Background: an optimization exercise with open tools, aiming at small area. Do not read the settings as production practice. Only simulation tests tie the RTL to the original design; equivalence was not proved. Power figures rest on the tool's default switching activity, not on a simulated workload.

## config.mk

```make
export PLATFORM = sky130hd
export DESIGN_NAME = solver
export DESIGN_NICKNAME = solver
export VERILOG_FILES = /design/flow/design.v
export SDC_FILE = /design/flow/constraint.sdc
export NUM_CORES = 4
export LEC_CHECK = 0
export CAP_MARGIN = 20
export CORE_MARGIN = 2
export CORE_UTILIZATION = 70
export SLEW_MARGIN = 20
```

## flow/run.sh

```bash
#!/bin/bash
# Own layout flow:
#  1. the standard synthesis (bash standard.sh synth), unchanged;
#  2. the logic between the flip-flops re-mapped by ABC for area (flow/remap.tcl):
#     the flip-flops stay the same instances, names and cell types;
#  3. the standard ORFS layout from that netlist, with buf_2 as the port buffer
#     cell and clock tree synthesis
#     run without dummy loads and with a chosen buffer and sink clustering.
# Each tool's output goes to a log file of its own in this folder.
set -euo pipefail
here=$(pwd)
R=$here/orfs/results/$FLOW_PLATFORM/solver/base
YOSYS=${YOSYS_EXE:-$FLOW_HOME/../tools/install/yosys/bin/yosys}

bash standard.sh synth > log_1_standard_synth.txt 2>&1
cp "$R/1_2_yosys.v" "$R/1_2_yosys_std.v"

export REMAP_LIB=$FLOW_HOME/platforms/$FLOW_PLATFORM/lib/sky130_fd_sc_hd__tt_025C_1v80.lib
export REMAP_IN=$R/1_2_yosys_std.v
export REMAP_OUT=$R/1_2_yosys.v
export REMAP_TOP=$FLOW_TOP
export REMAP_D=$(python3 -c "print(int(float('$FLOW_PERIOD_NS')*1000))")
export REMAP_ABC_SCRIPT=
export REMAP_DONT_USE="$(sed -n '/DONT_USE_CELLS/,/^$/p' "$FLOW_HOME/platforms/$FLOW_PLATFORM/config.mk" | grep -o 'sky130_fd_sc_hd__[a-z0-9_]*' | tr '\n' ' ')"
"$YOSYS" -c "$here/flow/remap.tcl" > log_2_remap.txt 2>&1
rm -f "$R/1_synth.odb" "$R/1_synth.sdc"

export BUFFER_PORTS_ARGS="-buffer_cell sky130_fd_sc_hd__buf_2"
export CTS_ARGS="-sink_clustering_enable -repair_clock_nets -dont_use_dummy_load -sink_clustering_size 9 -sink_clustering_max_diameter 35 -buf_list sky130_fd_sc_hd__clkbuf_4"
bash standard.sh > log_3_layout.txt 2>&1
```

## design.v

```verilog
module solver (
    input clk,
    input reset,
    input insert,
    input advance,
    input [3:0] value,
    output [40:0] solution
);
reg [40:0] slot [0:6];
reg [6:0]  sv;
reg [40:0] j7, j8;
reg        v7, v8;
reg [2:0]  q;
reg [40:0] total;
assign solution = total;
wire       ins = insert & ~(value[3] & |value[2:0]);
wire       to_j7 = (value == 4'd7);
wire       to_j8 = (value == 4'd8);
reg [6:0] hit, sel;
reg [2:0] e;
integer k;
always @* begin
    for (k = 0; k < 7; k = k + 1) begin
        e = (k + 7 - q) % 7;
        hit[k] = advance ? (q == k) : (ins & (value == {1'b0, e}));
        sel[k] = sv[k] & hit[k];
    end
end
wire selj7 = v7 & ~advance & to_j7;
wire selj8 = v8 & ~advance & to_j8;
reg [40:0] rd;
integer m;
always @* begin
    rd = {41{selj7}} & j7 | {41{selj8}} & j8;
    for (m = 0; m < 7; m = m + 1)
        rd = rd | ({41{sel[m]}} & slot[m]);
end
wire [40:0] sa_a = rd;
wire [40:0] sa_b = {41{advance & v7}} & j7;
wire        sa_ci = ~advance;
wire [40:0] sa_p = sa_a ^ sa_b;
wire [40:0] sa_g0 = sa_a & sa_b;
wire sa_gc0 = sa_g0[0] | sa_p[0] & sa_ci;
wire sa_G0 = sa_g0[1] | sa_p[1] & sa_gc0;
wire sa_G1 = sa_g0[3] | sa_p[3] & sa_g0[2];
wire sa_P1 = sa_p[3] & sa_p[2];
wire sa_G2 = sa_g0[5] | sa_p[5] & sa_g0[4];
wire sa_P2 = sa_p[5] & sa_p[4];
wire sa_G3 = sa_g0[7] | sa_p[7] & sa_g0[6];
wire sa_P3 = sa_p[7] & sa_p[6];
wire sa_G4 = sa_g0[9] | sa_p[9] & sa_g0[8];
wire sa_P4 = sa_p[9] & sa_p[8];
wire sa_G5 = sa_g0[11] | sa_p[11] & sa_g0[10];
wire sa_P5 = sa_p[11] & sa_p[10];
wire sa_G6 = sa_g0[13] | sa_p[13] & sa_g0[12];
wire sa_P6 = sa_p[13] & sa_p[12];
wire sa_G7 = sa_g0[15] | sa_p[15] & sa_g0[14];
wire sa_P7 = sa_p[15] & sa_p[14];
wire sa_G8 = sa_g0[17] | sa_p[17] & sa_g0[16];
wire sa_P8 = sa_p[17] & sa_p[16];
wire sa_G9 = sa_g0[19] | sa_p[19] & sa_g0[18];
wire sa_P9 = sa_p[19] & sa_p[18];
wire sa_G10 = sa_g0[21] | sa_p[21] & sa_g0[20];
wire sa_P10 = sa_p[21] & sa_p[20];
wire sa_G11 = sa_g0[23] | sa_p[23] & sa_g0[22];
wire sa_P11 = sa_p[23] & sa_p[22];
wire sa_G12 = sa_g0[25] | sa_p[25] & sa_g0[24];
wire sa_P12 = sa_p[25] & sa_p[24];
wire sa_G13 = sa_g0[27] | sa_p[27] & sa_g0[26];
wire sa_P13 = sa_p[27] & sa_p[26];
wire sa_G14 = sa_g0[29] | sa_p[29] & sa_g0[28];
wire sa_P14 = sa_p[29] & sa_p[28];
wire sa_G15 = sa_g0[31] | sa_p[31] & sa_g0[30];
wire sa_P15 = sa_p[31] & sa_p[30];
wire sa_G16 = sa_g0[33] | sa_p[33] & sa_g0[32];
wire sa_P16 = sa_p[33] & sa_p[32];
wire sa_G17 = sa_g0[35] | sa_p[35] & sa_g0[34];
wire sa_P17 = sa_p[35] & sa_p[34];
wire sa_G18 = sa_g0[37] | sa_p[37] & sa_g0[36];
wire sa_P18 = sa_p[37] & sa_p[36];
wire sa_G19 = sa_g0[39] | sa_p[39] & sa_g0[38];
wire sa_P19 = sa_p[39] & sa_p[38];
wire sa_G20 = sa_g0[2] | sa_p[2] & sa_G0;
wire sa_P20 = sa_p[2] & sa_p[1];
wire sa_G21 = sa_G1 | sa_P1 & sa_G0;
wire sa_P21 = sa_P1 & sa_p[1];
wire sa_G22 = sa_g0[6] | sa_p[6] & sa_G2;
wire sa_P22 = sa_p[6] & sa_P2;
wire sa_G23 = sa_G3 | sa_P3 & sa_G2;
wire sa_P23 = sa_P3 & sa_P2;
wire sa_G24 = sa_g0[10] | sa_p[10] & sa_G4;
wire sa_P24 = sa_p[10] & sa_P4;
wire sa_G25 = sa_G5 | sa_P5 & sa_G4;
wire sa_P25 = sa_P5 & sa_P4;
wire sa_G26 = sa_g0[14] | sa_p[14] & sa_G6;
wire sa_P26 = sa_p[14] & sa_P6;
wire sa_G27 = sa_G7 | sa_P7 & sa_G6;
wire sa_P27 = sa_P7 & sa_P6;
wire sa_G28 = sa_g0[18] | sa_p[18] & sa_G8;
wire sa_P28 = sa_p[18] & sa_P8;
wire sa_G29 = sa_G9 | sa_P9 & sa_G8;
wire sa_P29 = sa_P9 & sa_P8;
wire sa_G30 = sa_g0[22] | sa_p[22] & sa_G10;
wire sa_P30 = sa_p[22] & sa_P10;
wire sa_G31 = sa_G11 | sa_P11 & sa_G10;
wire sa_P31 = sa_P11 & sa_P10;
wire sa_G32 = sa_g0[26] | sa_p[26] & sa_G12;
wire sa_P32 = sa_p[26] & sa_P12;
wire sa_G33 = sa_G13 | sa_P13 & sa_G12;
wire sa_P33 = sa_P13 & sa_P12;
wire sa_G34 = sa_g0[30] | sa_p[30] & sa_G14;
wire sa_P34 = sa_p[30] & sa_P14;
wire sa_G35 = sa_G15 | sa_P15 & sa_G14;
wire sa_P35 = sa_P15 & sa_P14;
wire sa_G36 = sa_g0[34] | sa_p[34] & sa_G16;
wire sa_P36 = sa_p[34] & sa_P16;
wire sa_G37 = sa_G17 | sa_P17 & sa_G16;
wire sa_P37 = sa_P17 & sa_P16;
wire sa_G38 = sa_g0[38] | sa_p[38] & sa_G18;
wire sa_P38 = sa_p[38] & sa_P18;
wire sa_G39 = sa_G19 | sa_P19 & sa_G18;
wire sa_P39 = sa_P19 & sa_P18;
wire sa_G40 = sa_g0[4] | sa_p[4] & sa_G21;
wire sa_P40 = sa_p[4] & sa_P21;
wire sa_G41 = sa_G2 | sa_P2 & sa_G21;
wire sa_P41 = sa_P2 & sa_P21;
wire sa_G42 = sa_G22 | sa_P22 & sa_G21;
wire sa_P42 = sa_P22 & sa_P21;
wire sa_G43 = sa_G23 | sa_P23 & sa_G21;
wire sa_P43 = sa_P23 & sa_P21;
wire sa_G44 = sa_g0[12] | sa_p[12] & sa_G25;
wire sa_P44 = sa_p[12] & sa_P25;
wire sa_G45 = sa_G6 | sa_P6 & sa_G25;
wire sa_P45 = sa_P6 & sa_P25;
wire sa_G46 = sa_G26 | sa_P26 & sa_G25;
wire sa_P46 = sa_P26 & sa_P25;
wire sa_G47 = sa_G27 | sa_P27 & sa_G25;
wire sa_P47 = sa_P27 & sa_P25;
wire sa_G48 = sa_g0[20] | sa_p[20] & sa_G29;
wire sa_P48 = sa_p[20] & sa_P29;
wire sa_G49 = sa_G10 | sa_P10 & sa_G29;
wire sa_P49 = sa_P10 & sa_P29;
wire sa_G50 = sa_G30 | sa_P30 & sa_G29;
wire sa_P50 = sa_P30 & sa_P29;
wire sa_G51 = sa_G31 | sa_P31 & sa_G29;
wire sa_P51 = sa_P31 & sa_P29;
wire sa_G52 = sa_g0[28] | sa_p[28] & sa_G33;
wire sa_P52 = sa_p[28] & sa_P33;
wire sa_G53 = sa_G14 | sa_P14 & sa_G33;
wire sa_P53 = sa_P14 & sa_P33;
wire sa_G54 = sa_G34 | sa_P34 & sa_G33;
wire sa_P54 = sa_P34 & sa_P33;
wire sa_G55 = sa_G35 | sa_P35 & sa_G33;
wire sa_P55 = sa_P35 & sa_P33;
wire sa_G56 = sa_g0[36] | sa_p[36] & sa_G37;
wire sa_P56 = sa_p[36] & sa_P37;
wire sa_G57 = sa_G18 | sa_P18 & sa_G37;
wire sa_P57 = sa_P18 & sa_P37;
wire sa_G58 = sa_G38 | sa_P38 & sa_G37;
wire sa_P58 = sa_P38 & sa_P37;
wire sa_G59 = sa_G39 | sa_P39 & sa_G37;
wire sa_P59 = sa_P39 & sa_P37;
wire sa_G60 = sa_g0[8] | sa_p[8] & sa_G43;
wire sa_P60 = sa_p[8] & sa_P43;
wire sa_G61 = sa_G4 | sa_P4 & sa_G43;
wire sa_P61 = sa_P4 & sa_P43;
wire sa_G62 = sa_G24 | sa_P24 & sa_G43;
wire sa_P62 = sa_P24 & sa_P43;
wire sa_G63 = sa_G25 | sa_P25 & sa_G43;
wire sa_P63 = sa_P25 & sa_P43;
wire sa_G64 = sa_G44 | sa_P44 & sa_G43;
wire sa_P64 = sa_P44 & sa_P43;
wire sa_G65 = sa_G45 | sa_P45 & sa_G43;
wire sa_P65 = sa_P45 & sa_P43;
wire sa_G66 = sa_G46 | sa_P46 & sa_G43;
wire sa_P66 = sa_P46 & sa_P43;
wire sa_G67 = sa_G47 | sa_P47 & sa_G43;
wire sa_P67 = sa_P47 & sa_P43;
wire sa_G68 = sa_g0[24] | sa_p[24] & sa_G51;
wire sa_P68 = sa_p[24] & sa_P51;
wire sa_G69 = sa_G12 | sa_P12 & sa_G51;
wire sa_P69 = sa_P12 & sa_P51;
wire sa_G70 = sa_G32 | sa_P32 & sa_G51;
wire sa_P70 = sa_P32 & sa_P51;
wire sa_G71 = sa_G33 | sa_P33 & sa_G51;
wire sa_P71 = sa_P33 & sa_P51;
wire sa_G72 = sa_G52 | sa_P52 & sa_G51;
wire sa_P72 = sa_P52 & sa_P51;
wire sa_G73 = sa_G53 | sa_P53 & sa_G51;
wire sa_P73 = sa_P53 & sa_P51;
wire sa_G74 = sa_G54 | sa_P54 & sa_G51;
wire sa_P74 = sa_P54 & sa_P51;
wire sa_G75 = sa_G55 | sa_P55 & sa_G51;
wire sa_P75 = sa_P55 & sa_P51;
wire sa_G76 = sa_g0[40] | sa_p[40] & sa_G59;
wire sa_P76 = sa_p[40] & sa_P59;
wire sa_G77 = sa_g0[16] | sa_p[16] & sa_G67;
wire sa_P77 = sa_p[16] & sa_P67;
wire sa_G78 = sa_G8 | sa_P8 & sa_G67;
wire sa_P78 = sa_P8 & sa_P67;
wire sa_G79 = sa_G28 | sa_P28 & sa_G67;
wire sa_P79 = sa_P28 & sa_P67;
wire sa_G80 = sa_G29 | sa_P29 & sa_G67;
wire sa_P80 = sa_P29 & sa_P67;
wire sa_G81 = sa_G48 | sa_P48 & sa_G67;
wire sa_P81 = sa_P48 & sa_P67;
wire sa_G82 = sa_G49 | sa_P49 & sa_G67;
wire sa_P82 = sa_P49 & sa_P67;
wire sa_G83 = sa_G50 | sa_P50 & sa_G67;
wire sa_P83 = sa_P50 & sa_P67;
wire sa_G84 = sa_G51 | sa_P51 & sa_G67;
wire sa_P84 = sa_P51 & sa_P67;
wire sa_G85 = sa_G68 | sa_P68 & sa_G67;
wire sa_P85 = sa_P68 & sa_P67;
wire sa_G86 = sa_G69 | sa_P69 & sa_G67;
wire sa_P86 = sa_P69 & sa_P67;
wire sa_G87 = sa_G70 | sa_P70 & sa_G67;
wire sa_P87 = sa_P70 & sa_P67;
wire sa_G88 = sa_G71 | sa_P71 & sa_G67;
wire sa_P88 = sa_P71 & sa_P67;
wire sa_G89 = sa_G72 | sa_P72 & sa_G67;
wire sa_P89 = sa_P72 & sa_P67;
wire sa_G90 = sa_G73 | sa_P73 & sa_G67;
wire sa_P90 = sa_P73 & sa_P67;
wire sa_G91 = sa_G74 | sa_P74 & sa_G67;
wire sa_P91 = sa_P74 & sa_P67;
wire sa_G92 = sa_G75 | sa_P75 & sa_G67;
wire sa_P92 = sa_P75 & sa_P67;
wire sa_G93 = sa_g0[32] | sa_p[32] & sa_G92;
wire sa_P93 = sa_p[32] & sa_P92;
wire sa_G94 = sa_G16 | sa_P16 & sa_G92;
wire sa_P94 = sa_P16 & sa_P92;
wire sa_G95 = sa_G36 | sa_P36 & sa_G92;
wire sa_P95 = sa_P36 & sa_P92;
wire sa_G96 = sa_G37 | sa_P37 & sa_G92;
wire sa_P96 = sa_P37 & sa_P92;
wire sa_G97 = sa_G56 | sa_P56 & sa_G92;
wire sa_P97 = sa_P56 & sa_P92;
wire sa_G98 = sa_G57 | sa_P57 & sa_G92;
wire sa_P98 = sa_P57 & sa_P92;
wire sa_G99 = sa_G58 | sa_P58 & sa_G92;
wire sa_P99 = sa_P58 & sa_P92;
wire sa_G100 = sa_G59 | sa_P59 & sa_G92;
wire sa_P100 = sa_P59 & sa_P92;
wire sa_G101 = sa_G76 | sa_P76 & sa_G92;
wire sa_P101 = sa_P76 & sa_P92;
wire [40:0] sa_c = {sa_G100, sa_G99, sa_G98, sa_G97, sa_G96, sa_G95, sa_G94, sa_G93, sa_G92, sa_G91, sa_G90, sa_G89, sa_G88, sa_G87, sa_G86, sa_G85, sa_G84, sa_G83, sa_G82, sa_G81, sa_G80, sa_G79, sa_G78, sa_G77, sa_G67, sa_G66, sa_G65, sa_G64, sa_G63, sa_G62, sa_G61, sa_G60, sa_G43, sa_G42, sa_G41, sa_G40, sa_G21, sa_G20, sa_G0, sa_gc0, sa_ci};
wire [40:0] sa_s = sa_p ^ sa_c;
wire [40:0] st_a = total;
wire [40:0] st_b = {41{advance}} & rd;
wire        st_ci = ins & ~advance;
wire [40:0] st_p = st_a ^ st_b;
wire [40:0] st_g0 = st_a & st_b;
wire st_gc0 = st_g0[0] | st_p[0] & st_ci;
wire st_G0 = st_g0[1] | st_p[1] & st_gc0;
wire st_G1 = st_g0[3] | st_p[3] & st_g0[2];
wire st_P1 = st_p[3] & st_p[2];
wire st_G2 = st_g0[5] | st_p[5] & st_g0[4];
wire st_P2 = st_p[5] & st_p[4];
wire st_G3 = st_g0[7] | st_p[7] & st_g0[6];
wire st_P3 = st_p[7] & st_p[6];
wire st_G4 = st_g0[9] | st_p[9] & st_g0[8];
wire st_P4 = st_p[9] & st_p[8];
wire st_G5 = st_g0[11] | st_p[11] & st_g0[10];
wire st_P5 = st_p[11] & st_p[10];
wire st_G6 = st_g0[13] | st_p[13] & st_g0[12];
wire st_P6 = st_p[13] & st_p[12];
wire st_G7 = st_g0[15] | st_p[15] & st_g0[14];
wire st_P7 = st_p[15] & st_p[14];
wire st_G8 = st_g0[17] | st_p[17] & st_g0[16];
wire st_P8 = st_p[17] & st_p[16];
wire st_G9 = st_g0[19] | st_p[19] & st_g0[18];
wire st_P9 = st_p[19] & st_p[18];
wire st_G10 = st_g0[21] | st_p[21] & st_g0[20];
wire st_P10 = st_p[21] & st_p[20];
wire st_G11 = st_g0[23] | st_p[23] & st_g0[22];
wire st_P11 = st_p[23] & st_p[22];
wire st_G12 = st_g0[25] | st_p[25] & st_g0[24];
wire st_P12 = st_p[25] & st_p[24];
wire st_G13 = st_g0[27] | st_p[27] & st_g0[26];
wire st_P13 = st_p[27] & st_p[26];
wire st_G14 = st_g0[29] | st_p[29] & st_g0[28];
wire st_P14 = st_p[29] & st_p[28];
wire st_G15 = st_g0[31] | st_p[31] & st_g0[30];
wire st_P15 = st_p[31] & st_p[30];
wire st_G16 = st_g0[33] | st_p[33] & st_g0[32];
wire st_P16 = st_p[33] & st_p[32];
wire st_G17 = st_g0[35] | st_p[35] & st_g0[34];
wire st_P17 = st_p[35] & st_p[34];
wire st_G18 = st_g0[37] | st_p[37] & st_g0[36];
wire st_P18 = st_p[37] & st_p[36];
wire st_G19 = st_g0[39] | st_p[39] & st_g0[38];
wire st_P19 = st_p[39] & st_p[38];
wire st_G20 = st_g0[2] | st_p[2] & st_G0;
wire st_P20 = st_p[2] & st_p[1];
wire st_G21 = st_G1 | st_P1 & st_G0;
wire st_P21 = st_P1 & st_p[1];
wire st_G22 = st_g0[6] | st_p[6] & st_G2;
wire st_P22 = st_p[6] & st_P2;
wire st_G23 = st_G3 | st_P3 & st_G2;
wire st_P23 = st_P3 & st_P2;
wire st_G24 = st_g0[10] | st_p[10] & st_G4;
wire st_P24 = st_p[10] & st_P4;
wire st_G25 = st_G5 | st_P5 & st_G4;
wire st_P25 = st_P5 & st_P4;
wire st_G26 = st_g0[14] | st_p[14] & st_G6;
wire st_P26 = st_p[14] & st_P6;
wire st_G27 = st_G7 | st_P7 & st_G6;
wire st_P27 = st_P7 & st_P6;
wire st_G28 = st_g0[18] | st_p[18] & st_G8;
wire st_P28 = st_p[18] & st_P8;
wire st_G29 = st_G9 | st_P9 & st_G8;
wire st_P29 = st_P9 & st_P8;
wire st_G30 = st_g0[22] | st_p[22] & st_G10;
wire st_P30 = st_p[22] & st_P10;
wire st_G31 = st_G11 | st_P11 & st_G10;
wire st_P31 = st_P11 & st_P10;
wire st_G32 = st_g0[26] | st_p[26] & st_G12;
wire st_P32 = st_p[26] & st_P12;
wire st_G33 = st_G13 | st_P13 & st_G12;
wire st_P33 = st_P13 & st_P12;
wire st_G34 = st_g0[30] | st_p[30] & st_G14;
wire st_P34 = st_p[30] & st_P14;
wire st_G35 = st_G15 | st_P15 & st_G14;
wire st_P35 = st_P15 & st_P14;
wire st_G36 = st_g0[34] | st_p[34] & st_G16;
wire st_P36 = st_p[34] & st_P16;
wire st_G37 = st_G17 | st_P17 & st_G16;
wire st_P37 = st_P17 & st_P16;
wire st_G38 = st_g0[38] | st_p[38] & st_G18;
wire st_P38 = st_p[38] & st_P18;
wire st_G39 = st_G19 | st_P19 & st_G18;
wire st_P39 = st_P19 & st_P18;
wire st_G40 = st_g0[4] | st_p[4] & st_G21;
wire st_P40 = st_p[4] & st_P21;
wire st_G41 = st_G2 | st_P2 & st_G21;
wire st_P41 = st_P2 & st_P21;
wire st_G42 = st_G22 | st_P22 & st_G21;
wire st_P42 = st_P22 & st_P21;
wire st_G43 = st_G23 | st_P23 & st_G21;
wire st_P43 = st_P23 & st_P21;
wire st_G44 = st_g0[12] | st_p[12] & st_G25;
wire st_P44 = st_p[12] & st_P25;
wire st_G45 = st_G6 | st_P6 & st_G25;
wire st_P45 = st_P6 & st_P25;
wire st_G46 = st_G26 | st_P26 & st_G25;
wire st_P46 = st_P26 & st_P25;
wire st_G47 = st_G27 | st_P27 & st_G25;
wire st_P47 = st_P27 & st_P25;
wire st_G48 = st_g0[20] | st_p[20] & st_G29;
wire st_P48 = st_p[20] & st_P29;
wire st_G49 = st_G10 | st_P10 & st_G29;
wire st_P49 = st_P10 & st_P29;
wire st_G50 = st_G30 | st_P30 & st_G29;
wire st_P50 = st_P30 & st_P29;
wire st_G51 = st_G31 | st_P31 & st_G29;
wire st_P51 = st_P31 & st_P29;
wire st_G52 = st_g0[28] | st_p[28] & st_G33;
wire st_P52 = st_p[28] & st_P33;
wire st_G53 = st_G14 | st_P14 & st_G33;
wire st_P53 = st_P14 & st_P33;
wire st_G54 = st_G34 | st_P34 & st_G33;
wire st_P54 = st_P34 & st_P33;
wire st_G55 = st_G35 | st_P35 & st_G33;
wire st_P55 = st_P35 & st_P33;
wire st_G56 = st_g0[36] | st_p[36] & st_G37;
wire st_P56 = st_p[36] & st_P37;
wire st_G57 = st_G18 | st_P18 & st_G37;
wire st_P57 = st_P18 & st_P37;
wire st_G58 = st_G38 | st_P38 & st_G37;
wire st_P58 = st_P38 & st_P37;
wire st_G59 = st_G39 | st_P39 & st_G37;
wire st_P59 = st_P39 & st_P37;
wire st_G60 = st_g0[8] | st_p[8] & st_G43;
wire st_P60 = st_p[8] & st_P43;
wire st_G61 = st_G4 | st_P4 & st_G43;
wire st_P61 = st_P4 & st_P43;
wire st_G62 = st_G24 | st_P24 & st_G43;
wire st_P62 = st_P24 & st_P43;
wire st_G63 = st_G25 | st_P25 & st_G43;
wire st_P63 = st_P25 & st_P43;
wire st_G64 = st_G44 | st_P44 & st_G43;
wire st_P64 = st_P44 & st_P43;
wire st_G65 = st_G45 | st_P45 & st_G43;
wire st_P65 = st_P45 & st_P43;
wire st_G66 = st_G46 | st_P46 & st_G43;
wire st_P66 = st_P46 & st_P43;
wire st_G67 = st_G47 | st_P47 & st_G43;
wire st_P67 = st_P47 & st_P43;
wire st_G68 = st_g0[24] | st_p[24] & st_G51;
wire st_P68 = st_p[24] & st_P51;
wire st_G69 = st_G12 | st_P12 & st_G51;
wire st_P69 = st_P12 & st_P51;
wire st_G70 = st_G32 | st_P32 & st_G51;
wire st_P70 = st_P32 & st_P51;
wire st_G71 = st_G33 | st_P33 & st_G51;
wire st_P71 = st_P33 & st_P51;
wire st_G72 = st_G52 | st_P52 & st_G51;
wire st_P72 = st_P52 & st_P51;
wire st_G73 = st_G53 | st_P53 & st_G51;
wire st_P73 = st_P53 & st_P51;
wire st_G74 = st_G54 | st_P54 & st_G51;
wire st_P74 = st_P54 & st_P51;
wire st_G75 = st_G55 | st_P55 & st_G51;
wire st_P75 = st_P55 & st_P51;
wire st_G76 = st_g0[40] | st_p[40] & st_G59;
wire st_P76 = st_p[40] & st_P59;
wire st_G77 = st_g0[16] | st_p[16] & st_G67;
wire st_P77 = st_p[16] & st_P67;
wire st_G78 = st_G8 | st_P8 & st_G67;
wire st_P78 = st_P8 & st_P67;
wire st_G79 = st_G28 | st_P28 & st_G67;
wire st_P79 = st_P28 & st_P67;
wire st_G80 = st_G29 | st_P29 & st_G67;
wire st_P80 = st_P29 & st_P67;
wire st_G81 = st_G48 | st_P48 & st_G67;
wire st_P81 = st_P48 & st_P67;
wire st_G82 = st_G49 | st_P49 & st_G67;
wire st_P82 = st_P49 & st_P67;
wire st_G83 = st_G50 | st_P50 & st_G67;
wire st_P83 = st_P50 & st_P67;
wire st_G84 = st_G51 | st_P51 & st_G67;
wire st_P84 = st_P51 & st_P67;
wire st_G85 = st_G68 | st_P68 & st_G67;
wire st_P85 = st_P68 & st_P67;
wire st_G86 = st_G69 | st_P69 & st_G67;
wire st_P86 = st_P69 & st_P67;
wire st_G87 = st_G70 | st_P70 & st_G67;
wire st_P87 = st_P70 & st_P67;
wire st_G88 = st_G71 | st_P71 & st_G67;
wire st_P88 = st_P71 & st_P67;
wire st_G89 = st_G72 | st_P72 & st_G67;
wire st_P89 = st_P72 & st_P67;
wire st_G90 = st_G73 | st_P73 & st_G67;
wire st_P90 = st_P73 & st_P67;
wire st_G91 = st_G74 | st_P74 & st_G67;
wire st_P91 = st_P74 & st_P67;
wire st_G92 = st_G75 | st_P75 & st_G67;
wire st_P92 = st_P75 & st_P67;
wire st_G93 = st_g0[32] | st_p[32] & st_G92;
wire st_P93 = st_p[32] & st_P92;
wire st_G94 = st_G16 | st_P16 & st_G92;
wire st_P94 = st_P16 & st_P92;
wire st_G95 = st_G36 | st_P36 & st_G92;
wire st_P95 = st_P36 & st_P92;
wire st_G96 = st_G37 | st_P37 & st_G92;
wire st_P96 = st_P37 & st_P92;
wire st_G97 = st_G56 | st_P56 & st_G92;
wire st_P97 = st_P56 & st_P92;
wire st_G98 = st_G57 | st_P57 & st_G92;
wire st_P98 = st_P57 & st_P92;
wire st_G99 = st_G58 | st_P58 & st_G92;
wire st_P99 = st_P58 & st_P92;
wire st_G100 = st_G59 | st_P59 & st_G92;
wire st_P100 = st_P59 & st_P92;
wire st_G101 = st_G76 | st_P76 & st_G92;
wire st_P101 = st_P76 & st_P92;
wire [40:0] st_c = {st_G100, st_G99, st_G98, st_G97, st_G96, st_G95, st_G94, st_G93, st_G92, st_G91, st_G90, st_G89, st_G88, st_G87, st_G86, st_G85, st_G84, st_G83, st_G82, st_G81, st_G80, st_G79, st_G78, st_G77, st_G67, st_G66, st_G65, st_G64, st_G63, st_G62, st_G61, st_G60, st_G43, st_G42, st_G41, st_G40, st_G21, st_G20, st_G0, st_gc0, st_ci};
wire [40:0] st_s = st_p ^ st_c;
integer w;
always @(posedge clk) begin
    for (w = 0; w < 7; w = w + 1)
        if (hit[w])
            slot[w] <= sa_s;
    if (advance) begin
        sv <= sv | hit;
        j7 <= j8;
        v7 <= v8;
        j8 <= rd;
        v8 <= 1'b1;
        q <= (q == 3'd6) ? 3'd0 : q + 3'd1;
        total <= st_s;
    end else begin
        if (reset) begin
            sv <= hit;
            v7 <= ins & to_j7;
            v8 <= ins & to_j8;
        end else begin
            sv <= sv | hit;
            if (ins & to_j7) v7 <= 1'b1;
            if (ins & to_j8) v8 <= 1'b1;
        end
        if (ins & to_j7) j7 <= sa_s;
        if (ins & to_j8) j8 <= sa_s;
        if (reset & ~ins)
            q <= 3'd0;
        if (reset)
            total <= ins ? sa_s : 41'd0;
        else
            total <= st_s;
    end
end
endmodule
```

## standard.sh

```bash
#!/bin/bash
# synth_recipe.tcl (not shown) runs the flow's synth.tcl, then flattens the netlist and writes it again
# the make line also repeats each setting of config.mk as NAME=value (left out here)
make -C /OpenROAD-flow-scripts/flow DESIGN_CONFIG=/design/flow/config.mk WORK_HOME=/design/flow/orfs CLKGATE_MAP_FILE= SYNTH_SCRIPT=/design/flow/synth_recipe.tcl "${@:-finish}"
```

## constraint.sdc

```tcl
create_clock -name core_clock -period 9.0 [get_ports {clk}]
set_input_delay 1.8000 -clock core_clock [delete_from_list [all_inputs] [get_ports {clk}]]
set_output_delay 1.8000 -clock core_clock [all_outputs]
set_load 0.01 [all_outputs]
```

## flow/remap.tcl

```tcl
# Re-map the combinational logic of the standard synthesis netlist for area.
# Flip-flops stay the same instances (same names and cell types); only the
# logic between them is re-mapped by ABC.
yosys -import
set lib $::env(REMAP_LIB)
set in  $::env(REMAP_IN)
set out $::env(REMAP_OUT)
read_liberty -ignore_miss_func -ignore_miss_dir $lib
read_verilog $in
hierarchy -top $::env(REMAP_TOP)
set ffs {}
foreach c [split [exec grep -o {sky130_fd_sc_hd__[a-z0-9_]*} $in | sort -u] "\n"] {
  if {[regexp {__(df|edf|sdf|dl|sedf|conb)} $c]} { lappend ffs $c }
}
blackbox {*}$ffs
flatten
opt -purge
set du {}
foreach c $::env(REMAP_DONT_USE) { lappend du -dont_use $c }
if {[info exists ::env(REMAP_ABC_SCRIPT)] && $::env(REMAP_ABC_SCRIPT) ne ""} {
  abc -liberty $lib {*}$du -D $::env(REMAP_D) -script $::env(REMAP_ABC_SCRIPT)
} else {
  abc -liberty $lib {*}$du -D $::env(REMAP_D)
}
opt_clean -purge
splitnets
opt_clean -purge
hilomap -singleton -hicell sky130_fd_sc_hd__conb_1 HI -locell sky130_fd_sc_hd__conb_1 LO
insbuf -buf sky130_fd_sc_hd__buf_4 A X
opt_clean -purge
read_liberty -lib -ignore_redef $lib
stat -liberty $lib
check -assert
write_verilog -noattr -nohex -nodec $out
```

==> results of run 1 <==
[metal layers]
metal	GRT usage, %	up-vias
met2	55.7	837
met4	14.0	0
met1	49.3	6986
met5	0	-
met3	6.52	125
li1	-	6443
[per-stage QoR]
step	power [mW]	area, um2
2_1_floorplan	3.51	19500
3_3_place_gp	3.75	20400
3_5_place_dp	3.79	20400
4_1_cts	4.74	20900
5_1_grt	4.96	20900
6_report	4.75	20900
[flip-flops by register name, summed over array words and instances (netlist names)]
name	cells
slot	287
j7	41
j8	41
total	41
sv	7
q	3
v7	1
v8	1
[path summary, 6_finish.rpt]
path,start,endpoint,cells past startpoint,slack (ps)
min,v8,v8,2,480
max,value[1],slot[4][40],25,740
max reg2reg,q[1],slot[4][40],24,1160
min reg2reg,v8,v8,2,480
[cell type report]
| class | count | area [um2] | area share, % |
|---|---|---|---|
| timing repair buffer | 107 | 714 | 3.41 |
| sequential | 422 | 12200 | 58.2 |
| antenna | 2 | 5.00 | 0.0239 |
| clock buffer | 70 | 526 | 2.51 |
| multi-input combinational | 1055 | 6740 | 32.2 |
| inverter | 80 | 300 | 1.43 |
| tap | 378 | 473 | 2.26 |
[worst max-delay path: stages]
cell       delay, ps
buf_2            130
xor3_1           500
a2111oi_0        320
o21a_1           350
o211ai_1         150
o2111a_1         180
and4_1           230
maj3_1           360
o21ai_0          270
and4_1           260
o311ai_0         250
a211oi_1         470
o311ai_0         220
buf_4            190
nand4b_1         210
a31o_1           280
o21ai_0          310
nand4_1          270
a2111oi_0        450
buf_4            190
o31ai_1          140
o31ai_1          450
maj3_1           300
xnor2_1          180
clkinv_1         210
[power by group through the flow]
stage	Combinational [mW]	Sequential (mW)	Clock (mW)
after floorplan	0.846	2.66	0
after global placement	1.05	2.71	0
after detailed placement	1.08	2.72	0
after global routing	1.20	2.70	1.05
final	1.09	2.68	0.978
after CTS	1.09	2.67	0.978
[placed cells by master, fill, tap and decap left out, types with 15 or more instances in the layout]
cell,count
a21o_1,29
a21oi_1,46
a222oi_1,59
a22oi_1,24
and2_0,17
and3_1,22
buf_2,47
buf_4,57
clkbuf_4,70
clkinv_1,80
dfxtp_1,49
edfxtp_1,373
nand2_1,197
nand2b_1,30
nand3_1,69
nor2_1,53
nor3_1,16
o211ai_1,15
o21ai_0,110
o22ai_1,35
xnor2_1,62
xor2_1,54
==> key figures, run 1 <==
Hold path
  • Min-Delay Path Class: register to register

Pwr
  • Internal power: 3.25 mW
  • Leakage: 7.45 nW
  • Combinational Power Share: 23.0%
  • Worst vdd ir: 0.000172 V
  • Sw frac: 31.5%
  • Switch Pwr: 1.50 mW
  • Clock share of power: 20.6%
  • P per Cell Area: 227 mW/mm2
  • Seq pwr share: 56.4%

Die
  • Core area: 0.0276 mm2
  • Row count: 61
  • Starting density of the core: 70.7%
  • Die X-Extent: 171 um
  • Die height: 171 um
  • Die footprint: 0.0292 mm2
  • IO Count: 49

Clocking
  • CTS buffer count: 70
  • CTS H-tree depth: 3
  • CTS tree: built
  • Worst-skew pair later-pin latency: 710 ps
  • Post-cts sizing count: 0
  • Hold-fix buffers, CTS: 0
  • # Post-CTS Setup Buffers: 0
  • Reg clk slew, reported paths: 90 ps
  • CTS Root Cell: clkbuf_4
  • Clk buf depth: 3
  • Total clock sinks: 422

Place
  • Detailed placement HPWL: 31,900 um
  • Placer congestion estimate: 0.874
  • IO Port Bufs: 48
  • Placed Cells incl. Taps: 2,042
  • Post-placement setup slack: 75.9 ps

Route
  • Avg WL per Cell: 23.9 um
  • DRC: 0
  • Met3 wire len: 5200 um
  • M1 wire length: 19,700 um
  • Wire length on met2: 23,900 um
  • Post-route antenna net violation count: 0
  • Initial DRC count: 1,858
  • Total iterations of the first detailed-routing run: 7
  • Max Used Layer: met4
  • Number of vias per cell: 6.81
  • Routed WL: 50,500 um
  • Via count: 14,400

Setup path
  • Critical path arrival: 8690 ps
  • Crit path required time: 9420 ps
  • Worst Setup End Kind: register
  • Crit Path Class: input pin to register
  • CP Max Fanout: 7
  • CP Launch Type: input pin

Logic synthesis
  • Syn_nets: 1,606
  • Synthesized cell area: 0.0195 mm2
  • Warnings from Yosys: 2
  • Mapped Cells: 1,598
  • Syn avg cell area: 12.2 um2

Global route
  • Gr usage total: 35.4%
  • Initial antenna violation count: 1
  • First-pass GRT wire length: 77,200 um
  • Largest net degree at the start of global routing: 62
  • GR Overflow Total: 0
  • Number of global-route vias before repair: 13,900

Timing
  • Tcrit/Tclk final: 91.8%
  • Max Slew Vio Count: 0
  • Setup-failing EPs final: 0
  • Fmax: 121 MHz
  • Minimum hold slack: 484 ps
  • Worst slew pin tran: 939 ps
  • Max Clock Skew: 97.8 ps
  • Worst slew margin: 37.2%
  • Post-layout min period: 8260 ps
  • Post-route setup TNS: 0 ps
  • RSZ-0062 raised after global routing: no
  • Hold Vio Cnt, Final: 0
  • Setup ws final: 736 ps

Cells and area
  • Fraction of layout cells with a size suffix above 1: 11.0%
  • Fin nets: 1,744
  • Fin util: 76.0%
  • P&R area growth vs syn: 7.51%
  • Final std cells w/o fill: 2,114
  • # fillers: 1,809

Job
  • Max_cap viols: 0

Run status
  • Status: no timing/DRC/antenna violations
==> inputs of run 2 (changes only) <==
--- a/design.v
+++ b/design.v
@@ -248,4 +248,5 @@
 wire [40:0] sa_s = sa_p ^ sa_c;
-wire [40:0] st_a = total;
-wire [40:0] st_b = {41{advance}} & rd;
+wire        clr = reset & ~advance;
+wire [40:0] st_a = {41{~clr}} & total;
+wire [40:0] st_b = {41{advance | clr & ins}} & rd;
 wire        st_ci = ins & ~advance;
@@ -486,6 +487,3 @@
             q <= 3'd0;
-        if (reset)
-            total <= ins ? sa_s : 41'd0;
-        else
-            total <= st_s;
+        total <= st_s;
     end
==> run 2 against run 1 <==
Setup slack improved by 320 ps. Highest routed layer unchanged. Maximum frequency increased by 4.1%. Critical endpoint is now slot[5][40]. Non-clock buffer count decreased by 15. Critical path type unchanged.
==> key figures, run 2 <==
Run status
  • Status: no timing/DRC/antenna violations

Route
  • DRC: 0 (unchanged)
  • Total iterations of the first detailed-routing run: 9 (+2)
  • Number of vias per cell: 6.80 (-0.14%)
  • Post-route antenna net violation count: 0 (unchanged)
  • Initial DRC count: 1,777 (-4.4%)
  • Avg WL per Cell: 23.8 um (-0.56%)
  • Via count: 14,000 (-2.5%)
  • Routed WL: 49,000 um (-2.9%)

Setup path
  • Crit path required time: 9420 ps (about the same)
  • CP Launch Type: input pin
  • CP Max Fanout: 23 (+16)
  • Crit Path Class: input pin to register
  • Worst Setup End Kind: register
  • Critical path arrival: 8370 ps (-320 ps)

Place
  • IO Port Bufs: 48 (unchanged)
  • Placer congestion estimate: 0.874 (unchanged)
  • Dpl cell area: 0.0202 mm2 (-1.1%)
  • Detailed placement HPWL: 29,600 um (-7.1%)

Timing
  • Worst slew margin: 34.6% (-2.6 points)
  • Max Clock Skew: 83.7 ps (-14.1 ps)
  • RSZ-0062 raised after global routing: no
  • Worst slew pin tran: 967 ps (+27.8 ps)
  • Fmax: 126 MHz (+4.1%)
  • Post-layout min period: 7940 ps (-323 ps)
  • Tcrit/Tclk final: 88.2% (-3.6 points)
  • Post-route setup TNS: 0 ps (unchanged)
  • Hold Vio Cnt, Final: 0 (unchanged)
  • Setup-failing EPs final: 0 (unchanged)
  • Max Slew Vio Count: 0 (unchanged)

Clocking
  • CTS tree: built
  • Worst-skew pair later-pin latency: 710 ps (about the same)
  • Total clock sinks: 422 (unchanged)
  • CTS buffer count: 68 (-2.9%)
  • CTS Root Cell: clkbuf_4
  • Clk buf depth: 3 (unchanged)
  • Post-cts sizing count: 0 (unchanged)
  • Reg clk slew, reported paths: 80 ps (about the same)
  • # Post-CTS Setup Buffers: 0 (unchanged)
  • CTS H-tree depth: 3 (unchanged)
  • Hold-fix buffers, CTS: 0 (unchanged)

Die
  • Core area: 0.0271 mm2 (-1.6%)
  • Starting density of the core: 71.6% (+0.91 points)
  • Die footprint: 0.0291 mm2 (-0.36%)
  • IO Count: 49 (unchanged)
  • Row count: 60 (-1.6%)
  • Die height: 170 um (-0.18%)
  • Die X-Extent: 170 um (-0.18%)

Cells and area
  • Most frequent cells in the layout: 373 x edfxtp_1, 230 x nand2_1, 91 x nor2_1, 68 x clkbuf_4, 65 x xnor2_1
  • Max reg flops: 287 (unchanged)
  • Fraction of layout cells with a size suffix above 1: 10.6% (-0.43 points)
  • P&R area growth vs syn: 6.62%
  • Largest register by flop count: slot
  • Fin nets: 1,701 (-2.5%)
  • Commonest non-fill, non-tap cell in the layout: edfxtp_1
  • Post-Layout Inst Area: 0.0207 mm2 (-1.2%)
  • # fillers: 1,785 (-1.3%)

Logic synthesis
  • Mapped Cells: 1,572 (-1.6%)
  • Syn avg cell area: 12.3 um2 (+1.3%)
  • Synthesized cell area: 0.0194 mm2 (-0.37%)
  • Warnings from Yosys: 2 (unchanged)
  • Syn_nets: 1,580 (-1.6%)

Job
  • Max_cap viols: 0 (unchanged)

Pwr
  • Worst vdd ir: 0.000163 V (-4.9%)
  • P per Cell Area: 239 mW/mm2 (+5.5%)
  • Leakage: 7.70 nW (+3.4%)

Global route
  • Initial antenna violation count: 1 (unchanged)
  • Number of global-route vias before repair: 13,300 (-3.9%)
  • First-pass GRT wire length: 74,400 um (-3.7%)
  • Largest net degree at the start of global routing: 71 (+15%)
  • GR Overflow Total: 0 (unchanged)
  • Gr usage total: 34.3% (-1.1 points)

Hold path
  • Min-Delay Path Class: register to register
[run 2: metal layers]
| metal | wire, um | track usage (%) |
|---|---|---|
| met3 | 5280 | 6.25 |
| met5 | 0 | 0 |
| met2 | 22700 | 54.9 |
| met1 | 19000 | 46.9 |
| met4 | 2030 | 14.4 |
[run 2: where the power goes]
group | internal [mW] | leakage [nW] | total, mW | switching, mW
clock network | 0.348 | 0.313 | 0.954 | 0.606
registers | 2.60 | 3.96 | 2.79 | 0.189
logic | 0.422 | 3.43 | 1.21 | 0.787
[run 2: critical path, stage by stage]
cell	delay, ps
buf_2	150
xor2_1	400
mux2_1	420
o31ai_4	340
buf_4	440
and3_1	210
a2111oi_0	60
and4_1	270
and2_0	220
o311ai_0	650
o311ai_0	200
a21o_1	230
a31oi_1	400
a211o_1	240
nand4_1	220
o211ai_1	440
nand4bb_1	190
a311oi_1	530
o31ai_1	180
xnor2_1	350
xor2_1	400
[run 2: path summary, 6_finish.rpt]
path         depth (start not counted)  slack [ps]     endpoint     start
max                                 21        1060  slot[5][40]  value[0]
min                                  2         470           v8        v8
max reg2reg                         20        1570  slot[5][40]      q[2]
min reg2reg                          2         470           v8        v8
[run 2: stage by stage]
stage          setup slack [ps]  utilization (%)  instances  total power, mW  hold slack [ps]
6_report                   1060             76.3       2064             4.95              473
5_1_grt                     695             76.3       2064             5.17              502
4_1_cts                    1180             76.3       2063             4.95              476
3_5_place_dp                508             74.4       1995             4.02              467
3_3_place_gp                734             74.4       1995             3.98              457
2_1_floorplan               365                -       1572             3.70              434
[run 2: cell type report]
cell class,count,area (um2),share of cell area [%]
antenna,1,2.50,0.0121
clock buffer,68,510,2.47
inverter,46,173,0.835
multi-input combinational,1063,6780,32.8
sequential,422,12200,58.9
tap,372,465,2.25
timing repair buffer,92,573,2.77
==> inputs of run 3 (changes only) <==
--- a/design.v
+++ b/design.v
@@ -294,167 +294,109 @@
 wire st_P19 = st_p[39] & st_p[38];
-wire st_G20 = st_g0[2] | st_p[2] & st_G0;
-wire st_P20 = st_p[2] & st_p[1];
-wire st_G21 = st_G1 | st_P1 & st_G0;
-wire st_P21 = st_P1 & st_p[1];
-wire st_G22 = st_g0[6] | st_p[6] & st_G2;
-wire st_P22 = st_p[6] & st_P2;
-wire st_G23 = st_G3 | st_P3 & st_G2;
-wire st_P23 = st_P3 & st_P2;
-wire st_G24 = st_g0[10] | st_p[10] & st_G4;
-wire st_P24 = st_p[10] & st_P4;
-wire st_G25 = st_G5 | st_P5 & st_G4;
-wire st_P25 = st_P5 & st_P4;
-wire st_G26 = st_g0[14] | st_p[14] & st_G6;
-wire st_P26 = st_p[14] & st_P6;
-wire st_G27 = st_G7 | st_P7 & st_G6;
-wire st_P27 = st_P7 & st_P6;
-wire st_G28 = st_g0[18] | st_p[18] & st_G8;
-wire st_P28 = st_p[18] & st_P8;
-wire st_G29 = st_G9 | st_P9 & st_G8;
-wire st_P29 = st_P9 & st_P8;
-wire st_G30 = st_g0[22] | st_p[22] & st_G10;
-wire st_P30 = st_p[22] & st_P10;
-wire st_G31 = st_G11 | st_P11 & st_G10;
-wire st_P31 = st_P11 & st_P10;
-wire st_G32 = st_g0[26] | st_p[26] & st_G12;
-wire st_P32 = st_p[26] & st_P12;
-wire st_G33 = st_G13 | st_P13 & st_G12;
-wire st_P33 = st_P13 & st_P12;
-wire st_G34 = st_g0[30] | st_p[30] & st_G14;
-wire st_P34 = st_p[30] & st_P14;
-wire st_G35 = st_G15 | st_P15 & st_G14;
-wire st_P35 = st_P15 & st_P14;
-wire st_G36 = st_g0[34] | st_p[34] & st_G16;
-wire st_P36 = st_p[34] & st_P16;
-wire st_G37 = st_G17 | st_P17 & st_G16;
-wire st_P37 = st_P17 & st_P16;
-wire st_G38 = st_g0[38] | st_p[38] & st_G18;
-wire st_P38 = st_p[38] & st_P18;
-wire st_G39 = st_G19 | st_P19 & st_G18;
-wire st_P39 = st_P19 & st_P18;
-wire st_G40 = st_g0[4] | st_p[4] & st_G21;
-wire st_P40 = st_p[4] & st_P21;
-wire st_G41 = st_G2 | st_P2 & st_G21;
-wire st_P41 = st_P2 & st_P21;
-wire st_G42 = st_G22 | st_P22 & st_G21;
-wire st_P42 = st_P22 & st_P21;
-wire st_G43 = st_G23 | st_P23 & st_G21;
-wire st_P43 = st_P23 & st_P21;
-wire st_G44 = st_g0[12] | st_p[12] & st_G25;
-wire st_P44 = st_p[12] & st_P25;
-wire st_G45 = st_G6 | st_P6 & st_G25;
-wire st_P45 = st_P6 & st_P25;
-wire st_G46 = st_G26 | st_P26 & st_G25;
-wire st_P46 = st_P26 & st_P25;
-wire st_G47 = st_G27 | st_P27 & st_G25;
-wire st_P47 = st_P27 & st_P25;
-wire st_G48 = st_g0[20] | st_p[20] & st_G29;
-wire st_P48 = st_p[20] & st_P29;
-wire st_G49 = st_G10 | st_P10 & st_G29;
-wire st_P49 = st_P10 & st_P29;
-wire st_G50 = st_G30 | st_P30 & st_G29;
-wire st_P50 = st_P30 & st_P29;
-wire st_G51 = st_G31 | st_P31 & st_G29;
-wire st_P51 = st_P31 & st_P29;
-wire st_G52 = st_g0[28] | st_p[28] & st_G33;
-wire st_P52 = st_p[28] & st_P33;
-wire st_G53 = st_G14 | st_P14 & st_G33;
-wire st_P53 = st_P14 & st_P33;
-wire st_G54 = st_G34 | st_P34 & st_G33;
-wire st_P54 = st_P34 & st_P33;
-wire st_G55 = st_G35 | st_P35 & st_G33;
-wire st_P55 = st_P35 & st_P33;
-wire st_G56 = st_g0[36] | st_p[36] & st_G37;
-wire st_P56 = st_p[36] & st_P37;
-wire st_G57 = st_G18 | st_P18 & st_G37;
-wire st_P57 = st_P18 & st_P37;
-wire st_G58 = st_G38 | st_P38 & st_G37;
-wire st_P58 = st_P38 & st_P37;
-wire st_G59 = st_G39 | st_P39 & st_G37;
-wire st_P59 = st_P39 & st_P37;
-wire st_G60 = st_g0[8] | st_p[8] & st_G43;
-wire st_P60 = st_p[8] & st_P43;
-wire st_G61 = st_G4 | st_P4 & st_G43;
-wire st_P61 = st_P4 & st_P43;
-wire st_G62 = st_G24 | st_P24 & st_G43;
-wire st_P62 = st_P24 & st_P43;
-wire st_G63 = st_G25 | st_P25 & st_G43;
-wire st_P63 = st_P25 & st_P43;
-wire st_G64 = st_G44 | st_P44 & st_G43;
-wire st_P64 = st_P44 & st_P43;
-wire st_G65 = st_G45 | st_P45 & st_G43;
-wire st_P65 = st_P45 & st_P43;
-wire st_G66 = st_G46 | st_P46 & st_G43;
-wire st_P66 = st_P46 & st_P43;
-wire st_G67 = st_G47 | st_P47 & st_G43;
-wire st_P67 = st_P47 & st_P43;
-wire st_G68 = st_g0[24] | st_p[24] & st_G51;
-wire st_P68 = st_p[24] & st_P51;
-wire st_G69 = st_G12 | st_P12 & st_G51;
-wire st_P69 = st_P12 & st_P51;
-wire st_G70 = st_G32 | st_P32 & st_G51;
-wire st_P70 = st_P32 & st_P51;
-wire st_G71 = st_G33 | st_P33 & st_G51;
-wire st_P71 = st_P33 & st_P51;
-wire st_G72 = st_G52 | st_P52 & st_G51;
-wire st_P72 = st_P52 & st_P51;
-wire st_G73 = st_G53 | st_P53 & st_G51;
-wire st_P73 = st_P53 & st_P51;
-wire st_G74 = st_G54 | st_P54 & st_G51;
-wire st_P74 = st_P54 & st_P51;
-wire st_G75 = st_G55 | st_P55 & st_G51;
-wire st_P75 = st_P55 & st_P51;
-wire st_G76 = st_g0[40] | st_p[40] & st_G59;
-wire st_P76 = st_p[40] & st_P59;
-wire st_G77 = st_g0[16] | st_p[16] & st_G67;
-wire st_P77 = st_p[16] & st_P67;
-wire st_G78 = st_G8 | st_P8 & st_G67;
-wire st_P78 = st_P8 & st_P67;
-wire st_G79 = st_G28 | st_P28 & st_G67;
-wire st_P79 = st_P28 & st_P67;
-wire st_G80 = st_G29 | st_P29 & st_G67;
-wire st_P80 = st_P29 & st_P67;
-wire st_G81 = st_G48 | st_P48 & st_G67;
-wire st_P81 = st_P48 & st_P67;
-wire st_G82 = st_G49 | st_P49 & st_G67;
-wire st_P82 = st_P49 & st_P67;
-wire st_G83 = st_G50 | st_P50 & st_G67;
-wire st_P83 = st_P50 & st_P67;
-wire st_G84 = st_G51 | st_P51 & st_G67;
-wire st_P84 = st_P51 & st_P67;
-wire st_G85 = st_G68 | st_P68 & st_G67;
-wire st_P85 = st_P68 & st_P67;
-wire st_G86 = st_G69 | st_P69 & st_G67;
-wire st_P86 = st_P69 & st_P67;
-wire st_G87 = st_G70 | st_P70 & st_G67;
-wire st_P87 = st_P70 & st_P67;
-wire st_G88 = st_G71 | st_P71 & st_G67;
-wire st_P88 = st_P71 & st_P67;
-wire st_G89 = st_G72 | st_P72 & st_G67;
-wire st_P89 = st_P72 & st_P67;
-wire st_G90 = st_G73 | st_P73 & st_G67;
-wire st_P90 = st_P73 & st_P67;
-wire st_G91 = st_G74 | st_P74 & st_G67;
-wire st_P91 = st_P74 & st_P67;
-wire st_G92 = st_G75 | st_P75 & st_G67;
-wire st_P92 = st_P75 & st_P67;
-wire st_G93 = st_g0[32] | st_p[32] & st_G92;
-wire st_P93 = st_p[32] & st_P92;
-wire st_G94 = st_G16 | st_P16 & st_G92;
-wire st_P94 = st_P16 & st_P92;
-wire st_G95 = st_G36 | st_P36 & st_G92;
-wire st_P95 = st_P36 & st_P92;
-wire st_G96 = st_G37 | st_P37 & st_G92;
-wire st_P96 = st_P37 & st_P92;
-wire st_G97 = st_G56 | st_P56 & st_G92;
-wire st_P97 = st_P56 & st_P92;
-wire st_G98 = st_G57 | st_P57 & st_G92;
-wire st_P98 = st_P57 & st_P92;
-wire st_G99 = st_G58 | st_P58 & st_G92;
-wire st_P99 = st_P58 & st_P92;
-wire st_G100 = st_G59 | st_P59 & st_G92;
-wire st_P100 = st_P59 & st_P92;
-wire st_G101 = st_G76 | st_P76 & st_G92;
-wire st_P101 = st_P76 & st_P92;
-wire [40:0] st_c = {st_G100, st_G99, st_G98, st_G97, st_G96, st_G95, st_G94, st_G93, st_G92, st_G91, st_G90, st_G89, st_G88, st_G87, st_G86, st_G85, st_G84, st_G83, st_G82, st_G81, st_G80, st_G79, st_G78, st_G77, st_G67, st_G66, st_G65, st_G64, st_G63, st_G62, st_G61, st_G60, st_G43, st_G42, st_G41, st_G40, st_G21, st_G20, st_G0, st_gc0, st_ci};
+wire st_G20 = st_G1 | st_P1 & st_G0;
+wire st_P20 = st_P1 & st_p[1];
+wire st_G21 = st_G3 | st_P3 & st_G2;
+wire st_P21 = st_P3 & st_P2;
+wire st_G22 = st_G5 | st_P5 & st_G4;
+wire st_P22 = st_P5 & st_P4;
+wire st_G23 = st_G7 | st_P7 & st_G6;
+wire st_P23 = st_P7 & st_P6;
+wire st_G24 = st_G9 | st_P9 & st_G8;
+wire st_P24 = st_P9 & st_P8;
+wire st_G25 = st_G11 | st_P11 & st_G10;
+wire st_P25 = st_P11 & st_P10;
+wire st_G26 = st_G13 | st_P13 & st_G12;
+wire st_P26 = st_P13 & st_P12;
+wire st_G27 = st_G15 | st_P15 & st_G14;
+wire st_P27 = st_P15 & st_P14;
+wire st_G28 = st_G17 | st_P17 & st_G16;
+wire st_P28 = st_P17 & st_P16;
+wire st_G29 = st_G19 | st_P19 & st_G18;
+wire st_P29 = st_P19 & st_P18;
+wire st_G30 = st_G21 | st_P21 & st_G20;
+wire st_P30 = st_P21 & st_P20;
+wire st_G31 = st_G23 | st_P23 & st_G22;
+wire st_P31 = st_P23 & st_P22;
+wire st_G32 = st_G25 | st_P25 & st_G24;
+wire st_P32 = st_P25 & st_P24;
+wire st_G33 = st_G27 | st_P27 & st_G26;
+wire st_P33 = st_P27 & st_P26;
+wire st_G34 = st_G29 | st_P29 & st_G28;
+wire st_P34 = st_P29 & st_P28;
+wire st_G35 = st_G31 | st_P31 & st_G30;
+wire st_P35 = st_P31 & st_P30;
+wire st_G36 = st_G33 | st_P33 & st_G32;
+wire st_P36 = st_P33 & st_P32;
+wire st_G37 = st_G36 | st_P36 & st_G35;
+wire st_P37 = st_P36 & st_P35;
+wire st_G38 = st_G32 | st_P32 & st_G35;
+wire st_P38 = st_P32 & st_P35;
+wire st_G39 = st_G34 | st_P34 & st_G37;
+wire st_P39 = st_P34 & st_P37;
+wire st_G40 = st_G22 | st_P22 & st_G30;
+wire st_P40 = st_P22 & st_P30;
+wire st_G41 = st_G24 | st_P24 & st_G35;
+wire st_P41 = st_P24 & st_P35;
+wire st_G42 = st_G26 | st_P26 & st_G38;
+wire st_P42 = st_P26 & st_P38;
+wire st_G43 = st_G28 | st_P28 & st_G37;
+wire st_P43 = st_P28 & st_P37;
+wire st_G44 = st_G2 | st_P2 & st_G20;
+wire st_P44 = st_P2 & st_P20;
+wire st_G45 = st_G4 | st_P4 & st_G30;
+wire st_P45 = st_P4 & st_P30;
+wire st_G46 = st_G6 | st_P6 & st_G40;
+wire st_P46 = st_P6 & st_P40;
+wire st_G47 = st_G8 | st_P8 & st_G35;
+wire st_P47 = st_P8 & st_P35;
+wire st_G48 = st_G10 | st_P10 & st_G41;
+wire st_P48 = st_P10 & st_P41;
+wire st_G49 = st_G12 | st_P12 & st_G38;
+wire st_P49 = st_P12 & st_P38;
+wire st_G50 = st_G14 | st_P14 & st_G42;
+wire st_P50 = st_P14 & st_P42;
+wire st_G51 = st_G16 | st_P16 & st_G37;
+wire st_P51 = st_P16 & st_P37;
+wire st_G52 = st_G18 | st_P18 & st_G43;
+wire st_P52 = st_P18 & st_P43;
+wire st_G53 = st_g0[2] | st_p[2] & st_G0;
+wire st_P53 = st_p[2] & st_p[1];
+wire st_G54 = st_g0[4] | st_p[4] & st_G20;
+wire st_P54 = st_p[4] & st_P20;
+wire st_G55 = st_g0[6] | st_p[6] & st_G44;
+wire st_P55 = st_p[6] & st_P44;
+wire st_G56 = st_g0[8] | st_p[8] & st_G30;
+wire st_P56 = st_p[8] & st_P30;
+wire st_G57 = st_g0[10] | st_p[10] & st_G45;
+wire st_P57 = st_p[10] & st_P45;
+wire st_G58 = st_g0[12] | st_p[12] & st_G40;
+wire st_P58 = st_p[12] & st_P40;
+wire st_G59 = st_g0[14] | st_p[14] & st_G46;
+wire st_P59 = st_p[14] & st_P46;
+wire st_G60 = st_g0[16] | st_p[16] & st_G35;
+wire st_P60 = st_p[16] & st_P35;
+wire st_G61 = st_g0[18] | st_p[18] & st_G47;
+wire st_P61 = st_p[18] & st_P47;
+wire st_G62 = st_g0[20] | st_p[20] & st_G41;
+wire st_P62 = st_p[20] & st_P41;
+wire st_G63 = st_g0[22] | st_p[22] & st_G48;
+wire st_P63 = st_p[22] & st_P48;
+wire st_G64 = st_g0[24] | st_p[24] & st_G38;
+wire st_P64 = st_p[24] & st_P38;
+wire st_G65 = st_g0[26] | st_p[26] & st_G49;
+wire st_P65 = st_p[26] & st_P49;
+wire st_G66 = st_g0[28] | st_p[28] & st_G42;
+wire st_P66 = st_p[28] & st_P42;
+wire st_G67 = st_g0[30] | st_p[30] & st_G50;
+wire st_P67 = st_p[30] & st_P50;
+wire st_G68 = st_g0[32] | st_p[32] & st_G37;
+wire st_P68 = st_p[32] & st_P37;
+wire st_G69 = st_g0[34] | st_p[34] & st_G51;
+wire st_P69 = st_p[34] & st_P51;
+wire st_G70 = st_g0[36] | st_p[36] & st_G43;
+wire st_P70 = st_p[36] & st_P43;
+wire st_G71 = st_g0[38] | st_p[38] & st_G52;
+wire st_P71 = st_p[38] & st_P52;
+wire st_G72 = st_g0[40] | st_p[40] & st_G39;
+wire st_P72 = st_p[40] & st_P39;
+wire [40:0] st_c = {st_G39, st_G71, st_G52, st_G70, st_G43, st_G69, st_G51, st_G68, st_G37, st_G67, st_G50, st_G66, st_G42, st_G65, st_G49, st_G64, st_G38, st_G63, st_G48, st_G62, st_G41, st_G61, st_G47, st_G60, st_G35, st_G59, st_G46, st_G58, st_G40, st_G57, st_G45, st_G56, st_G30, st_G55, st_G44, st_G54, st_G20, st_G53, st_G0, st_gc0, st_ci};
 wire [40:0] st_s = st_p ^ st_c;
==> run 3 against run 2 <==
Sequential share of layout area grew 0.62 points. Non-clock buffer count grew 2. Register-to-register slack lost 590 ps. First-iteration DRC count grew 4.2%. Final cell count shrank 3.5%. Flip-flop and latch count is the same. Wire length is essentially flat. Maximum frequency shrank 5.2%. Total power shrank 7.9%. Sequential power shrank 5%. Largest power group unchanged. Core utilization shrank 0.16 points. Critical path depth grew 5.
==> key figures, run 3 <==
Run status
  • Status: no timing/DRC/antenna violations

Cells and area
  • Most frequent cells in the layout: 373 x edfxtp_1, 222 x nand2_1, 90 x nor2_1, 65 x a21o_1, 64 x xnor2_1
  • Post-Layout Inst Area: 0.0205 mm2 (-1.0%)
  • Max reg flops: 287 (unchanged)
  • Final std cells w/o fill: 1,991 (-3.5%)
  • Fin util: 76.2% (-0.16 points)
  • Fin nets: 1,659 (-2.5%)
  • Fraction of layout cells with a size suffix above 1: 11.1% (+0.51 points)
  • Commonest non-fill, non-tap cell in the layout: edfxtp_1
  • Largest register by flop count: slot
  • P&R area growth vs syn: 6.93%
  • Area of the multi-input gates: 0.00669 mm2 (-1.4%)
  • # fillers: 1,816 (+1.7%)
  • FF/Latch Area: 0.0122 mm2 (unchanged)

Timing
  • Setup-failing EPs final: 0 (unchanged)
  • Minimum hold slack: 459 ps (-13.9 ps)
  • Worst slew margin: 40.2% (+5.5 points)
  • Tcrit/Tclk final: 93.1% (+4.8 points)
  • Fmax: 119 MHz (-5.2%)
  • Post-layout min period: 8380 ps (+436 ps)
  • RSZ-0062 raised after global routing: no
  • Worst slew pin tran: 897 ps (-69.8 ps)
  • Setup ws final: 623 ps (-436 ps)
  • Max Clock Skew: 117 ps (+33.4 ps)
  • Max Slew Vio Count: 0 (unchanged)
  • Hold Vio Cnt, Final: 0 (unchanged)
  • Post-route setup TNS: 0 ps (unchanged)

Route
  • Initial DRC count: 1,851 (+4.2%)
  • Avg WL per Cell: 24.6 um (+3.7%)
  • Via count: 13,800 (-1.8%)
  • Number of vias per cell: 6.92 (+1.8%)
  • Routed WL: 49,000 um (about the same)
  • DRC: 0 (unchanged)
  • Total iterations of the first detailed-routing run: 9 (unchanged)
  • Post-route antenna net violation count: 0 (unchanged)

Clocking
  • Total clock sinks: 422 (unchanged)
  • Hold-fix buffers, CTS: 0 (unchanged)
  • CTS Root Cell: clkbuf_4
  • Reg clk slew, reported paths: 90 ps (about the same)
  • CTS buffer count: 61 (-10%)
  • CTS H-tree depth: 2 (-1)
  • # Post-CTS Setup Buffers: 0 (unchanged)
  • Clk buf depth: 3 (unchanged)
  • Worst-skew pair later-pin latency: 780 ps (+70 ps)
  • CTS tree: built

Setup path
  • FF-to-FF path depth: 25 (+25%)
  • CP Launch Type: input pin
  • Critical path arrival: 8880 ps (+510 ps)
  • Critical R2R Launch: q[1]
  • Most used cell, CP: a311oi_1
  • CP Max Fanout: 7 (-70%)
  • Crit-path slowest cell: a2111oi_2
  • Crit path required time: 9500 ps (+80 ps)
  • RR Endpoint: slot[3][40]
  • Flop-to-flop setup slack: 980 ps (-590 ps)
  • Worst Setup End Kind: register
  • Worst path max stage delay: 590 ps (-60 ps)
  • Crit Path Class: input pin to register

Logic synthesis
  • Syn avg cell area: 12.5 um2 (+1.1%)
  • Syn_nets: 1,543 (-2.3%)
  • Warnings from Yosys: 2 (unchanged)
  • Synthesized cell area: 0.0191 mm2 (-1.3%)
  • Mapped Cells: 1,535 (-2.4%)

Global route
  • First-pass GRT wire length: 75,300 um (+1.2%)
  • Largest net degree at the start of global routing: 76 (+7.0%)
  • Number of global-route vias before repair: 13,500 (+1.3%)
  • Gr usage total: 34.6% (+0.32 points)
  • Initial antenna violation count: 1 (unchanged)
  • GR Overflow Total: 0 (unchanged)

Hold path
  • Worst hold start: sv[3]
  • WHS Endpoint: sv[3]
  • Min-Delay Path Class: register to register
  • Hold depth: 1 (-1)

Die
  • Row count: 60 (unchanged)
  • Core area: 0.0269 mm2 (-0.83%)
  • IO Count: 49 (unchanged)
  • Die height: 169 um (-0.65%)
  • Die footprint: 0.0287 mm2 (-1.3%)
  • Die X-Extent: 169 um (-0.65%)
  • Starting density of the core: 71.2% (-0.36 points)

Place
  • IO Port Bufs: 48 (unchanged)
  • Post-placement setup slack: -202 ps (-710 ps)
  • Placer congestion estimate: 0.842 (-3.7%)
  • Placed Cells incl. Taps: 1,929 (-3.3%)
  • Dpl cell area: 0.0200 mm2 (-0.85%)
  • Detailed placement HPWL: 29,500 um (-0.30%)

Pwr
  • Worst vdd ir: 0.000147 V (-10%)
  • Leakage: 7.70 nW (about the same)
  • Tot Pwr: 4.56 mW (-7.9%)
  • P per Cell Area: 223 mW/mm2 (-6.9%)

Job
  • Max_cap viols: 0 (unchanged)
[run 3: cell types whose count changed in the layout (fill, tap and decap cells not counted), moves of 8 or more]
cell	previous run	this run
clkinv_1	45	34
a22oi_1	17	50
and3_1	30	18
nand3_1	29	48
nand2_1	230	222
xor2_1	52	37
o21ai_0	50	40
a22o_1	22	12
a221oi_1	20	11
and2_0	23	34
a21o_1	53	65
a221o_1	5	24
nor2b_1	26	17
[run 3: cell type report]
cell class / count / area share, %
tap: 341 / 2.08
timing repair buffer: 94 / 2.87
inverter: 34 / 0.623
antenna: 1 / 0.0122
multi-input combinational: 1038 / 32.7
sequential: 422 / 59.5
clock buffer: 61 / 2.24
[run 3: worst max-delay path by stage]
stage               startpoint     endpoint  slack [ps]  cells past startpoint
floorplan             value[0]  slot[0][40]          80                     25
global placement       advance  slot[1][40]         -10                     26
detailed placement     advance  slot[1][40]        -200                     26
CTS                    advance  slot[5][40]         530                     26
global route           advance  slot[5][40]          40                     26
finish                 advance  slot[3][40]         620                     26
[run 3: power breakdown]
group | switching, mW | internal, mW | leakage (nW)
clock | 0.602 | 0.308 | 0.281
combinational | 0.652 | 0.362 | 3.46
sequential | 0.134 | 2.50 | 3.96
total | 1.39 | 3.17 | 7.70
[run 3: critical path, delay by kind of cell]
family	cells	cell delay, ps
xor gates and xnor gates	2	670
AOI/OAI and AO/OA	19	5360
buffers and inverters	1	130
and+or+nand+nor	4	890
[run 3: timing repair]
| item | 4_1_cts | 5_1_grt |
|---|---|---|
| endpoints found under the setup margin | 0 | 7 |
| resized for setup | 0 | 2 |
| hold endpoints to repair | 0 | 0 |
[run 3: per-layer routing]
metal	vias to the layer above	wire length, um	part of all wire [%]	global-route usage (%)
li1	6198	-	-	-
met1	6623	18900	39	48.4
met2	839	23200	47	55.7
met3	118	5600	11	6.30
met4	0	1280	2.6	11.7
met5	-	0	0	0

==> separate check: timing with driven ports <==
The results above use ideal ports. As a check the final layouts listed here were re-extracted and re-timed, cells and wires unchanged.
Step 1 (the two cells are an assumption about what drives the block):
set clk [get_ports {clk}]
set_driving_cell -lib_cell sky130_fd_sc_hd__clkbuf_16 $clk
set_driving_cell -lib_cell sky130_fd_sc_hd__buf_2 [delete_from_list [all_inputs] $clk]
Step 2 moves the port delays by t, midway between the first and last clock arrival at a register: inputs arrive t later, outputs are due t later. That takes back most of the time a late clock gives input paths.
Three values: no drivers, after step 1, after step 2; two values: the first two.
| run | t (ns) | slack for setup (ns) | worst hold slack (ns) | clock arrival spread, ns |
|---|---|---|---|---|
| run 1 | 0.717 | 0.736 / 0.769 / 0.052 | 0.484 / 0.484 / 0.484 | 0.098 / 0.098 |
| run 2 | 0.715 | 1.059 / 1.079 / 0.364 | 0.473 / 0.473 / 0.473 | 0.084 / 0.083 |
| run 3 | 0.764 | 0.623 / 0.648 / -0.116 | 0.459 / 0.459 / 0.459 | 0.117 / 0.118 |
Met with ideal ports but missed after step 2: setup timing in run 3. The setup slack of run 3, which loses most, moves by +0.025 ns with the drivers and by -0.739 ns with both steps.
